This design comes from an exercise in tuning for small area and a short achievable clock period on the open sky130 flow, not from production work.
At most, simulation tests tie the RTL to the original design; equivalence was not proved.
Only the layout flow was run in run 2; the RTL was not checked for function there.

==> flow/design.v, too long to show whole: its modules and the start of the top module <==
// module wcopy: 7 lines
// module systolic_array: 1232 lines
module systolic_array #(
    parameter M           = 5,
    parameter N           = 3,
    parameter K           = 4,
    parameter DATA_WIDTH  = 32
) (
    input clk,
    input rst_n,
    input [DATA_WIDTH*M-1:0] X,
    input [DATA_WIDTH*K-1:0] W,
    output reg [DATA_WIDTH*M*K-1:0] Y,
    output done
);
  // ...
==> flow/flow/run.sh <==
#!/bin/bash
# The standard layout with two changes:
#  - input and output ports are buffered with plain buffers (buf_2) instead
#    of the delay cells buffer_ports picks by default;
#  - after the standard synthesis, fa_polarity.py complements some full
#    adders (a full adder is self-dual) so that fewer inverters are needed
#    between them; registers and all other cells are unchanged.
set -euo pipefail
export BUFFER_PORTS_ARGS="-buffer_cell sky130_fd_sc_hd__buf_2"
RES=orfs/results/${FLOW_PLATFORM}/systolic_array/base
bash standard.sh synth > make_synth.log 2>&1
python3 flow/fa_polarity.py $RES/1_2_yosys.v $RES/1_2_yosys.pol.v > fa_polarity.log 2>&1
cp $RES/1_2_yosys.v 1_2_yosys.standard.v
mv $RES/1_2_yosys.pol.v $RES/1_2_yosys.v
rm -f $RES/1_synth.odb $RES/1_synth.sdc
bash standard.sh > make_layout.log 2>&1
==> flow/flow/fa_polarity.py <==
#!/usr/bin/env python3
"""Remove inverters around full adders in a mapped netlist.

A full adder is self-dual: complementing its three inputs complements both
outputs.  This script chooses, for each sky130 fa cell, whether to use it in
complemented form so that as few inverters as possible are needed, removes
the netlist's inverters (inv/clkinv) and inserts one inverter per net that
still needs a complemented copy.  Registers, ports and every other cell are
left as they are; the netlist computes the same function.

usage: fa_polarity.py IN.v OUT.v
"""
import re, sys, random, collections

src = open(sys.argv[1]).read()
cell_re = re.compile(r'^(\s*)(sky130_fd_sc_hd__\w+)\s+(\S+)\s*\((.*?)\);\s*$', re.S | re.M)
pin_re = re.compile(r'\.(\w+)\(([^()]*)\)')
OUTPINS = {'X', 'Y', 'Q', 'Q_N', 'SUM', 'COUT', 'HI', 'LO'}

m = re.search(r'^\s*module\s+(\w+)\s*\(([^)]*)\);', src, re.M)
ports = set(p.strip() for p in m.group(2).split(','))
def is_port_net(n):
    base = n.split('[')[0].strip()
    return base in ports

cells = []   # [typ, name, pins(dict pin->net), span]
for mm in cell_re.finditer(src):
    typ = mm.group(2).split('__')[1]
    pins = {p: n.strip() for p, n in pin_re.findall(mm.group(4))}
    cells.append([typ, mm.group(3), pins, mm.span()])

def is_inv(t): return re.match(r'(clk)?inv_\d+$', t) is not None
def is_fa(t): return re.match(r'fa_\d+$', t) is not None

drv = {}
for i, (t, n, pins, _) in enumerate(cells):
    for p, net in pins.items():
        if p in OUTPINS:
            drv[net] = i
# inverters we may remove: those whose output is not a port
removable = set()
for i, (t, n, pins, _) in enumerate(cells):
    if is_inv(t) and not is_port_net(pins['Y']):
        removable.add(i)

def source(net):
    par = 0
    seen = 0
    while net in drv and drv[net] in removable:
        par ^= 1
        net = cells[drv[net]][2]['A']
        seen += 1
        assert seen < 100
    return net, par

# every input pin of a kept cell: (cell, pin, source net, parity)
uses = []
for i, (t, n, pins, _) in enumerate(cells):
    if i in removable:
        continue
    for p, net in pins.items():
        if p in OUTPINS:
            continue
        if not (net.startswith('_') or net.startswith('\\') or re.match(r'[A-Za-z]', net)):
            continue  # constants
        s, par = source(net)
        uses.append((i, p, s, par))

fas = [i for i, c in enumerate(cells) if is_fa(c[0])]
flip = collections.defaultdict(int)
bysrc = collections.defaultdict(list)
for u in uses:
    bysrc[u[2]].append(u)

def netcost(s):
    d = drv.get(s)
    fd = flip[d] if d is not None else 0
    need1 = any(par ^ fd ^ flip[i] for (i, p, _, par) in bysrc[s])
    return 1 if need1 else 0

famnets = collections.defaultdict(set)
for s, us in bysrc.items():
    d = drv.get(s)
    if d is not None and is_fa(cells[d][0]):
        famnets[d].add(s)
    for (i, p, _, par) in us:
        if is_fa(cells[i][0]):
            famnets[i].add(s)

def total():
    return sum(netcost(s) for s in bysrc)

before = total()
rng = random.Random(1)
best = before
order = list(fas)
for rnd in range(40):
    rng.shuffle(order)
    changed = False
    for f in order:
        nets = famnets[f]
        b = sum(netcost(s) for s in nets)
        flip[f] ^= 1
        a = sum(netcost(s) for s in nets)
        if a < b or (a == b and rng.random() < 0.3):
            changed = changed or a < b
        else:
            flip[f] ^= 1
    cur = total()
    if cur < best:
        best = cur
        bestflip = dict(flip)
    if rnd > 10 and not changed:
        break
if best < before:
    flip = collections.defaultdict(int, bestflip)
else:
    flip = collections.defaultdict(int)
after = total()

# rewrite
newinv = {}
newwires = []
def inverted(s):
    if s not in newinv:
        k = len(newinv)
        w = f"_polinv{k}_"
        newinv[s] = w
        newwires.append(w)
    return newinv[s]

out_cells = {}
for i, (t, n, pins, span) in enumerate(cells):
    if i in removable:
        out_cells[i] = None
        continue
    np = dict(pins)
    for p, net in pins.items():
        if p in OUTPINS:
            continue
    out_cells[i] = np
for (i, p, s, par) in uses:
    d = drv.get(s)
    fd = flip[d] if d is not None else 0
    need = par ^ fd ^ flip[i]
    out_cells[i][p] = inverted(s) if need else s

def esc(v):
    return v + " " if v.startswith("\\") else v

def fmt(t, n, pins, indent):
    body = ",\n".join(f"{indent}  .{p}({esc(v)})" for p, v in pins.items())
    return f"{indent}sky130_fd_sc_hd__{t} {n} (\n{body}\n{indent});"

pieces = []
last = 0
for i, (t, n, pins, span) in enumerate(cells):
    pieces.append(src[last:span[0]])
    last = span[1]
    if out_cells[i] is None:
        continue
    # keep original formatting of the instance, only pin values change
    indent = re.match(r'\s*', src[span[0]:span[1]]).group(0).lstrip('\n')
    pieces.append("\n" + fmt(t, n, out_cells[i], indent if indent else "  "))
pieces.append(src[last:])
text = "".join(pieces)
# declarations and new inverters
decl = "".join(f"  wire {w};\n" for w in newwires)
insts = "".join(f"  sky130_fd_sc_hd__inv_1 _polinvc{k}_ (\n    .A({esc(s)}),\n    .Y({w})\n  );\n"
                for k, (s, w) in enumerate(newinv.items()))
pos = text.rfind("endmodule")
text = text[:pos] + insts + text[pos:]
# wires right after the module's port list declarations: before first cell
first = cell_re.search(text).start()
text = text[:first] + "\n" + decl + text[first:]
open(sys.argv[2], "w").write(text)
print(f"fa_polarity: {len(fas)} full adders, {sum(flip.values())} complemented; "
      f"inverters {len(removable)} removable -> {len(newinv)} inserted (cost before flips {before})",
      file=sys.stderr)
==> flow/standard.sh <==
#!/bin/bash
# synth_recipe.tcl (not shown) runs the flow's synth.tcl, then flattens the netlist and writes it again
# the make line also repeats each setting of config.mk as NAME=value (left out here)
make -C /OpenROAD-flow-scripts/flow DESIGN_CONFIG=/design/flow/config.mk WORK_HOME=/design/flow/orfs CLKGATE_MAP_FILE= SYNTH_SCRIPT=/design/flow/synth_recipe.tcl "${@:-finish}"
==> flow/config.mk <==
export PLATFORM = sky130hd
export DESIGN_NAME = systolic_array
export DESIGN_NICKNAME = systolic_array
export VERILOG_FILES = /design/flow/design.v
export SDC_FILE = /design/flow/constraint.sdc
export NUM_CORES = 8
export LEC_CHECK = 0
export ABC_AREA = 1
export CAP_MARGIN = 20
export CORE_MARGIN = 2
export CORE_UTILIZATION = 60
export CTS_CLUSTER_DIAMETER = 150
export CTS_CLUSTER_SIZE = 20
export PLACE_DENSITY = 0.7
export SETUP_SLACK_MARGIN = 5
export SLEW_MARGIN = 20
export SYNTH_HIERARCHICAL = 1
==> flow/constraint.sdc <==
create_clock -name core_clock -period 8.5 [get_ports {clk}]
set_input_delay 1.7000 -clock core_clock [delete_from_list [all_inputs] [get_ports {clk}]]
set_output_delay 1.7000 -clock core_clock [all_outputs]
set_load 0.01 [all_outputs]
==> qor.yml, run 1 <==
status: "complete, no violations"
ant_nets: 0
setup_violations: 0
cts_made_buffers: 120
final_cell_mix: "2,539 x nand2_1, 1,639 x inv_1, 1,454 x dfxtp_1"
dpl_worst_slack_ps: 3890
reg2reg_to: "Y[287]"
hold_viol_final: 0
place_inst: 16550
diodes: 41
nets: 16019
critPathMaxStageDelay_ps: 570
place_area_sq_um: 134000
grt_pass1_vias: 105232
inverters: 1856
grt_pass1_wl_mm: 711
clkLatencyLatePin_ps: 890
clkSlewWorstSetupHoldPaths_ps: 100
place_congestion: 1.03
drive_gt1_share_pct: 16.4
portBuffers: 930
cts_resized: 294
dominant-cell-class: "multi-input gates"
buffer_area_share_pct: 6.37
top_regs: "Y (640), wq (288)"
synth_area_sq_um: 127000
drc: 0
hold_buffers: 0
fmax_mhz: 282
finalInstanceArea_sq_um: 143000
multi_input_area_share_pct: 47.8
final_common_cell: "nand2_1"
seq_share_pct: 35.5
hold_path.class: "register to register"
finalCritPeriodShare_pct: 41.8
largest_reg_flops: 640
wl_met2_mm: 218
ctsHtreeMaxLevel: 3
worst-path-stages: 12
met3_length_mm: 59.0
fin_cells: 17223
==> run 2: changes to the inputs <==
--- a/flow/design.v
+++ b/flow/design.v
@@ -1219,17 +1219,133 @@
         wire bx121 = ra_31_0 ^ ra_31_1;
         wire bx122 = ra_31_2 ^ ra_31_3;
         wire bx123 = ra_31_4 ^ ra_31_5;
         wire bx124 = bx121 ^ bx122;
         wire bx125 = bx123 ^ bc58;
         wire bx126 = bx124 ^ bx125;
         wire [31:0] r0 = {bc120, bc118, bc116, bc114, bc112, bc110, bc108, bc106, bc104, bc102, bc100, bc98, bc96, bc94, bc92, bc90, bc88, bc86, bc84, bc82, bc80, bc78, bc76, bc74, bc72, bc70, bc68, bc66, bc64, bc62, bc60, ra_0_2};
         wire [31:0] r1 = {bx126, bs119, bs117, bs115, bs113, bs111, bs109, bs107, bs105, bs103, bs101, bs99, bs97, bs95, bs93, bs91, bs89, bs87, bs85, bs83, bs81, bs79, bs77, bs75, bs73, bs71, bs69, bs67, bs65, bs63, bs61, bs59};
-        assign sum = r0 + r1;
+        wire [31:0] cg0 = r0 & r1;
+        wire [31:0] cp0 = r0 ^ r1;
+        wire bg1 = cg0[1] | (cp0[1] & cg0[0]);
+        wire bp1 = cp0[1] & cp0[0];
+        wire bg2 = cg0[3] | (cp0[3] & cg0[2]);
+        wire bp2 = cp0[3] & cp0[2];
+        wire bg3 = cg0[5] | (cp0[5] & cg0[4]);
+        wire bp3 = cp0[5] & cp0[4];
+        wire bg4 = cg0[7] | (cp0[7] & cg0[6]);
+        wire bp4 = cp0[7] & cp0[6];
+        wire bg5 = cg0[9] | (cp0[9] & cg0[8]);
+        wire bp5 = cp0[9] & cp0[8];
+        wire bg6 = cg0[11] | (cp0[11] & cg0[10]);
+        wire bp6 = cp0[11] & cp0[10];
+        wire bg7 = cg0[13] | (cp0[13] & cg0[12]);
+        wire bp7 = cp0[13] & cp0[12];
+        wire bg8 = cg0[15] | (cp0[15] & cg0[14]);
+        wire bp8 = cp0[15] & cp0[14];
+        wire bg9 = cg0[17] | (cp0[17] & cg0[16]);
+        wire bp9 = cp0[17] & cp0[16];
+        wire bg10 = cg0[19] | (cp0[19] & cg0[18]);
+        wire bp10 = cp0[19] & cp0[18];
+        wire bg11 = cg0[21] | (cp0[21] & cg0[20]);
+        wire bp11 = cp0[21] & cp0[20];
+        wire bg12 = cg0[23] | (cp0[23] & cg0[22]);
+        wire bp12 = cp0[23] & cp0[22];
+        wire bg13 = cg0[25] | (cp0[25] & cg0[24]);
+        wire bp13 = cp0[25] & cp0[24];
+        wire bg14 = cg0[27] | (cp0[27] & cg0[26]);
+        wire bp14 = cp0[27] & cp0[26];
+        wire bg15 = cg0[29] | (cp0[29] & cg0[28]);
+        wire bp15 = cp0[29] & cp0[28];
+        wire bg16 = cg0[31] | (cp0[31] & cg0[30]);
+        wire bp16 = cp0[31] & cp0[30];
+        wire bg17 = bg2 | (bp2 & bg1);
+        wire bp17 = bp2 & bp1;
+        wire bg18 = bg4 | (bp4 & bg3);
+        wire bp18 = bp4 & bp3;
+        wire bg19 = bg6 | (bp6 & bg5);
+        wire bp19 = bp6 & bp5;
+        wire bg20 = bg8 | (bp8 & bg7);
+        wire bp20 = bp8 & bp7;
+        wire bg21 = bg10 | (bp10 & bg9);
+        wire bp21 = bp10 & bp9;
+        wire bg22 = bg12 | (bp12 & bg11);
+        wire bp22 = bp12 & bp11;
+        wire bg23 = bg14 | (bp14 & bg13);
+        wire bp23 = bp14 & bp13;
+        wire bg24 = bg16 | (bp16 & bg15);
+        wire bp24 = bp16 & bp15;
+        wire bg25 = bg18 | (bp18 & bg17);
+        wire bp25 = bp18 & bp17;
+        wire bg26 = bg20 | (bp20 & bg19);
+        wire bp26 = bp20 & bp19;
+        wire bg27 = bg22 | (bp22 & bg21);
+        wire bp27 = bp22 & bp21;
+        wire bg28 = bg24 | (bp24 & bg23);
+        wire bp28 = bp24 & bp23;
+        wire bg29 = bg26 | (bp26 & bg25);
+        wire bp29 = bp26 & bp25;
+        wire bg30 = bg28 | (bp28 & bg27);
+        wire bp30 = bp28 & bp27;
+        wire bg31 = bg30 | (bp30 & bg29);
+        wire bp31 = bp30 & bp29;
+        wire bg32 = bg27 | (bp27 & bg29);
+        wire bp32 = bp27 & bp29;
+        wire bg33 = bg19 | (bp19 & bg25);
+        wire bp33 = bp19 & bp25;
+        wire bg34 = bg21 | (bp21 & bg29);
+        wire bp34 = bp21 & bp29;
+        wire bg35 = bg23 | (bp23 & bg32);
+        wire bp35 = bp23 & bp32;
+        wire bg36 = bg3 | (bp3 & bg17);
+        wire bp36 = bp3 & bp17;
+        wire bg37 = bg5 | (bp5 & bg25);
+        wire bp37 = bp5 & bp25;
+        wire bg38 = bg7 | (bp7 & bg33);
+        wire bp38 = bp7 & bp33;
+        wire bg39 = bg9 | (bp9 & bg29);
+        wire bp39 = bp9 & bp29;
+        wire bg40 = bg11 | (bp11 & bg34);
+        wire bp40 = bp11 & bp34;
+        wire bg41 = bg13 | (bp13 & bg32);
+        wire bp41 = bp13 & bp32;
+        wire bg42 = bg15 | (bp15 & bg35);
+        wire bp42 = bp15 & bp35;
+        wire bg43 = cg0[2] | (cp0[2] & bg1);
+        wire bp43 = cp0[2] & bp1;
+        wire bg44 = cg0[4] | (cp0[4] & bg17);
+        wire bp44 = cp0[4] & bp17;
+        wire bg45 = cg0[6] | (cp0[6] & bg36);
+        wire bp45 = cp0[6] & bp36;
+        wire bg46 = cg0[8] | (cp0[8] & bg25);
+        wire bp46 = cp0[8] & bp25;
+        wire bg47 = cg0[10] | (cp0[10] & bg37);
+        wire bp47 = cp0[10] & bp37;
+        wire bg48 = cg0[12] | (cp0[12] & bg33);
+        wire bp48 = cp0[12] & bp33;
+        wire bg49 = cg0[14] | (cp0[14] & bg38);
+        wire bp49 = cp0[14] & bp38;
+        wire bg50 = cg0[16] | (cp0[16] & bg29);
+        wire bp50 = cp0[16] & bp29;
+        wire bg51 = cg0[18] | (cp0[18] & bg39);
+        wire bp51 = cp0[18] & bp39;
+        wire bg52 = cg0[20] | (cp0[20] & bg34);
+        wire bp52 = cp0[20] & bp34;
+        wire bg53 = cg0[22] | (cp0[22] & bg40);
+        wire bp53 = cp0[22] & bp40;
+        wire bg54 = cg0[24] | (cp0[24] & bg32);
+        wire bp54 = cp0[24] & bp32;
+        wire bg55 = cg0[26] | (cp0[26] & bg41);
+        wire bp55 = cp0[26] & bp41;
+        wire bg56 = cg0[28] | (cp0[28] & bg35);
+        wire bp56 = cp0[28] & bp35;
+        wire bg57 = cg0[30] | (cp0[30] & bg42);
+        wire bp57 = cp0[30] & bp42;
+        assign sum = {cp0[31] ^ bg57, cp0[30] ^ bg42, cp0[29] ^ bg56, cp0[28] ^ bg35, cp0[27] ^ bg55, cp0[26] ^ bg41, cp0[25] ^ bg54, cp0[24] ^ bg32, cp0[23] ^ bg53, cp0[22] ^ bg40, cp0[21] ^ bg52, cp0[20] ^ bg34, cp0[19] ^ bg51, cp0[18] ^ bg39, cp0[17] ^ bg50, cp0[16] ^ bg29, cp0[15] ^ bg49, cp0[14] ^ bg38, cp0[13] ^ bg48, cp0[12] ^ bg33, cp0[11] ^ bg47, cp0[10] ^ bg37, cp0[9] ^ bg46, cp0[8] ^ bg25, cp0[7] ^ bg45, cp0[6] ^ bg36, cp0[5] ^ bg44, cp0[4] ^ bg17, cp0[3] ^ bg43, cp0[2] ^ bg1, cp0[1] ^ cg0[0], cp0[0]};
         always @(posedge clk) acc <= sum;
         always @(posedge clk) begin
             if (wy[0]) Y[32*(4*i+0) +: 32] <= sum;
             if (wy[1]) Y[32*(4*i+1) +: 32] <= sum;
             if (wy[2]) Y[32*(4*i+2) +: 32] <= sum;
             else if (rot) Y[32*(4*i+2) +: 32] <= xr2;
             if (wy[3]) Y[32*(4*i+3) +: 32] <= sum;
             else if (rot) Y[32*(4*i+3) +: 32] <= xr0;
==> flow/flow/run.sh (replaced) <==
#!/bin/bash
# The standard layout with two changes:
#  - input and output ports are buffered with plain buffers (buf_1) instead
#    of the delay cells buffer_ports picks by default;
#  - after the standard synthesis, fa_polarity.py complements some full
#    adders (a full adder is self-dual) so that fewer inverters are needed
#    between them; registers and all other cells are unchanged.
set -euo pipefail
export BUFFER_PORTS_ARGS="-buffer_cell sky130_fd_sc_hd__buf_1"
RES=orfs/results/${FLOW_PLATFORM}/systolic_array/base
bash standard.sh synth > make_synth.log 2>&1
python3 flow/fa_polarity.py $RES/1_2_yosys.v $RES/1_2_yosys.pol.v > fa_polarity.log 2>&1
cp $RES/1_2_yosys.v 1_2_yosys.standard.v
mv $RES/1_2_yosys.pol.v $RES/1_2_yosys.v
rm -f $RES/1_synth.odb $RES/1_synth.sdc
bash standard.sh > make_layout.log 2>&1
==> flow/config.mk (replaced) <==
export PLATFORM = sky130hd
export DESIGN_NAME = systolic_array
export DESIGN_NICKNAME = systolic_array
export VERILOG_FILES = /design/flow/design.v
export SDC_FILE = /design/flow/constraint.sdc
export NUM_CORES = 8
export LEC_CHECK = 0
export ABC_AREA = 1
export CAP_MARGIN = 20
export CORE_MARGIN = 2
export CORE_UTILIZATION = 55
export CTS_CLUSTER_DIAMETER = 150
export CTS_CLUSTER_SIZE = 20
export PLACE_DENSITY = 0.65
export SETUP_SLACK_MARGIN = 5
export SLEW_MARGIN = 20
export SYNTH_HIERARCHICAL = 1
==> run 2 against run 1 <==
  * Still clean
  * Synthesized cell count fell by 10%
  * Die area rose by 4.9%
  * Critical path depth rose by 7
  * Cell count fell by 5.9%
  * Routed wire length fell by 9.8%
  * Count of clock-buffer cells in the layout rose by 2
  * Core utilization fell by 4.5 points
  * Global-route usage fell by 6.5 points
  * Non-clock buffer count rose by 178
  * Setup slack got worse by 490 ps
  * Highest routed layer unchanged
==> qor.yml, run 2 <==
setup_violations: 0  # unchanged
final_cell_mix: "1,745 x nand2_1, 1,480 x dfxtp_1, 1,414 x inv_1"  # was 2,539 x nand2_1, 1,639 x inv_1, 1,454 x dfxtp_1
skew_ps: 46.7  # was 69.7 ps
yosysWarnings: 9  # unchanged
grt_overflow_total: 0  # unchanged
synth_area_sq_um: 122000  # was 127,000 sq um
numClockSinks: 2207  # unchanged
wl_per_cell_um: 27.8  # was 29.0 um
whs_endpoint: "wq[1][28]"  # was wq[4][25]
cts_made_buffers: 120  # unchanged
portBuffers: 930  # unchanged
rsz0062_at_grt: "yes"  # unchanged
path_max_fanout: 3  # was 4
grt_pass1_wl_mm: 638  # was 711 mm
die_w_um: 475  # was 464 um
grt_pass1_vias: 93944  # was 105,232
worstMarginPinSlew_ps: 1210  # was 1220 ps
finalCritPeriodShare_pct: 47.6  # was 41.8%
io_pins: 931  # unchanged
place_area_sq_um: 128000  # was 134,000 sq um
cp-end-kind: "register"  # unchanged
tritoncts: "built"  # unchanged
grt_usage_pct: 38.8  # was 45.3%
firstDrtPassIters: 8  # unchanged
synthCells: 11930  # was 13,314
antenna_found_initial: 64  # was 53
crit_required_ps: 9050  # was 9070 ps
place_congestion: 0.963  # was 1.03
slew_headroom_pct: 19.4  # was 18.6%
fin_crit_ps: 4040  # was 3550 ps
rrSetupSlack_ps: 4460  # was 4950 ps
largest_reg_flops: 640  # unchanged
reg2reg_from: "row[2].ra_9_1"  # was row[2].ra_6_0
tns_ps: 0  # unchanged
num_rows: 173  # was 168
reg2reg_to: "Y[278]"  # was Y[287]
worstSetupStartpointType: "register"  # unchanged
nets: 14871  # was 16,019
dpl.hpwl_mm: 315  # was 363 mm
status: "complete, no violations"  # unchanged
hold-path-cell-count: 0  # unchanged
final_common_cell: "nand2_1"  # unchanged
drive_gt1_share_pct: 13.3  # was 16.4%
root_buffer: "clkbuf_16"  # unchanged
cp-startpoint: "row[2].ra_9_1"  # was row[2].ra_6_0
drt_iter0_drc: 11122  # was 13,829
top_regs: "Y (640), wq (288)"  # unchanged
drv_cap: 0  # unchanged
cp.arrival_ps: 4590  # was 4120 ps
core_sq_um: 222000  # was 210,000 sq um
min-delay-start: "wq[2][28]"  # was wq[5][25]
clockBufferDepth: 3  # unchanged
fmax_mhz: 247  # was 282 MHz
reg2reg_depth: 19  # was 12
largest_register: "Y"  # unchanged
hold_buffers: 0  # unchanged
clkLatencyLatePin_ps: 860  # was 890 ps
ctsHtreeMaxLevel: 3  # unchanged
holdWs_ps: 319  # was 304 ps
worstSetupPathType: "register to register"  # unchanged
ant_nets: 0  # unchanged
clkSlewWorstSetupHoldPaths_ps: 90  # was 100 ps
hold_viol_final: 0  # unchanged
grt_max_degree: 127  # was 105
vias: 95176  # was 105,604
finalInstanceArea_sq_um: 141000  # was 143,000 sq um
hold_path.class: "register to register"  # unchanged
via_per_inst: 5.87  # was 6.13
wirelength_mm: 450  # was 499 mm
area_delta_synth_final_pct: 15.6  # was 12.8%
die_h_um: 475  # was 464 um
die-area_sq_um: 226000  # was 215,000 sq um
drc: 0  # unchanged
initial_core_util_pct: 55.1  # was 60.5%
fin_util_pct: 63.7  # was 68.3%
avgSynthCellArea_sq_um: 10.2  # was 9.54 sq um
syn_nets: 13729  # was 15,048
drv_slew: 0  # unchanged
## run 2: stage by stage
| step | worst slack, ps | instances |
|---|---|---|
| after floorplan | 3520 | 11930 |
| after global placement | 4070 | 15334 |
| after detailed placement | 4130 | 15335 |
| after CTS | 4550 | 15848 |
| after global routing | 4310 | 16158 |
| final | 4460 | 16208 |
## run 2: area by class of cell
type / instances / area [sq um]
Tap cell: 2975 / 3720
Clock inverter: 7 / 153
Multi-Input combinational cell: 7451 / 66200
Sequential cell: 2207 / 50800
Antenna cell: 67 / 168
Timing Repair inverter: 35 / 175
Timing Repair Buffer: 1646 / 10100
Inverter: 1611 / 6640
Clock buffer: 209 / 3340
Fill cell: 18124 / 80400
## run 2: how the worst max path moves through the flow
stage | to | slack, ps | cells after the start
floorplan | Y[192] | 3520 | 4
CTS | Y[447] | 4550 | 20
global route | Y[63] | 4310 | 20
detailed placement | row[3].ra_24_3 | 4130 | 8
finish | Y[278] | 4460 | 19
global placement | Y[590] | 4070 | 16
## run 2: what timing repair did
| item | 4_1_cts | 5_1_grt |
|---|---|---|
| gates resized for setup | 586 | 516 |
| endpoints found under the setup margin | 855 | 590 |
| gates cloned | 33 | 7 |
| pin swaps | 252 | 273 |
| buffers inserted | 264 | 283 |
## run 2: metal layers
metal / GRT usage, % / vias up / wire length [um] / share of wire [%]
met2: 58.7 / 6021 / 199000 / 44
met4: 22.4 / 40 / 30200 / 6.7
met1: 50.4 / 47021 / 169000 / 38
met5: 0 / - / 276 / 0.061
met3: 10.3 / 1367 / 51700 / 11
li1: - / 40727 / - / -
## run 2: critical path, stage by stage (launching register included)
cell and delay [ps]:
dfxtp_2 340, fa_1 590, fa_1 470, ha_4 300, buf_4 100, buf_4 110
nand3_4 70, nor2_2 100, nand2_2 70, nand2_4 110, buf_6 110, buf_6 80
buf_6 80, buf_6 100, nand2_4 50, nand3_4 80, buf_6 110, a21oi_4 50
fa_2 600, clkinvlp_4 210

[what the ideal ports hide]
No port has a modelled driver above. Below, the same layouts with a new extraction and two added sets of constraints. Step 1: set_driving_cell puts a clkbuf_16 on clk and a buf_2 on each other input, an assumption about the parent block. Step 2, shift: input delay + t, output delay - t, t = (earliest + latest rising clock arrival at the registers) / 2. This alone moves slack from input paths to output paths. Three values: ideal, step 1, step 2; two values: the first two.
run	t (ns)	setup slack, ns	worst slew at a driven data input, ns
run 1	0.933	4.951 / 4.900 / 4.951	0.18
run 2	0.943	4.457 / 4.457 / 4.457	0.23
After both steps every run listed still meets setup and hold.
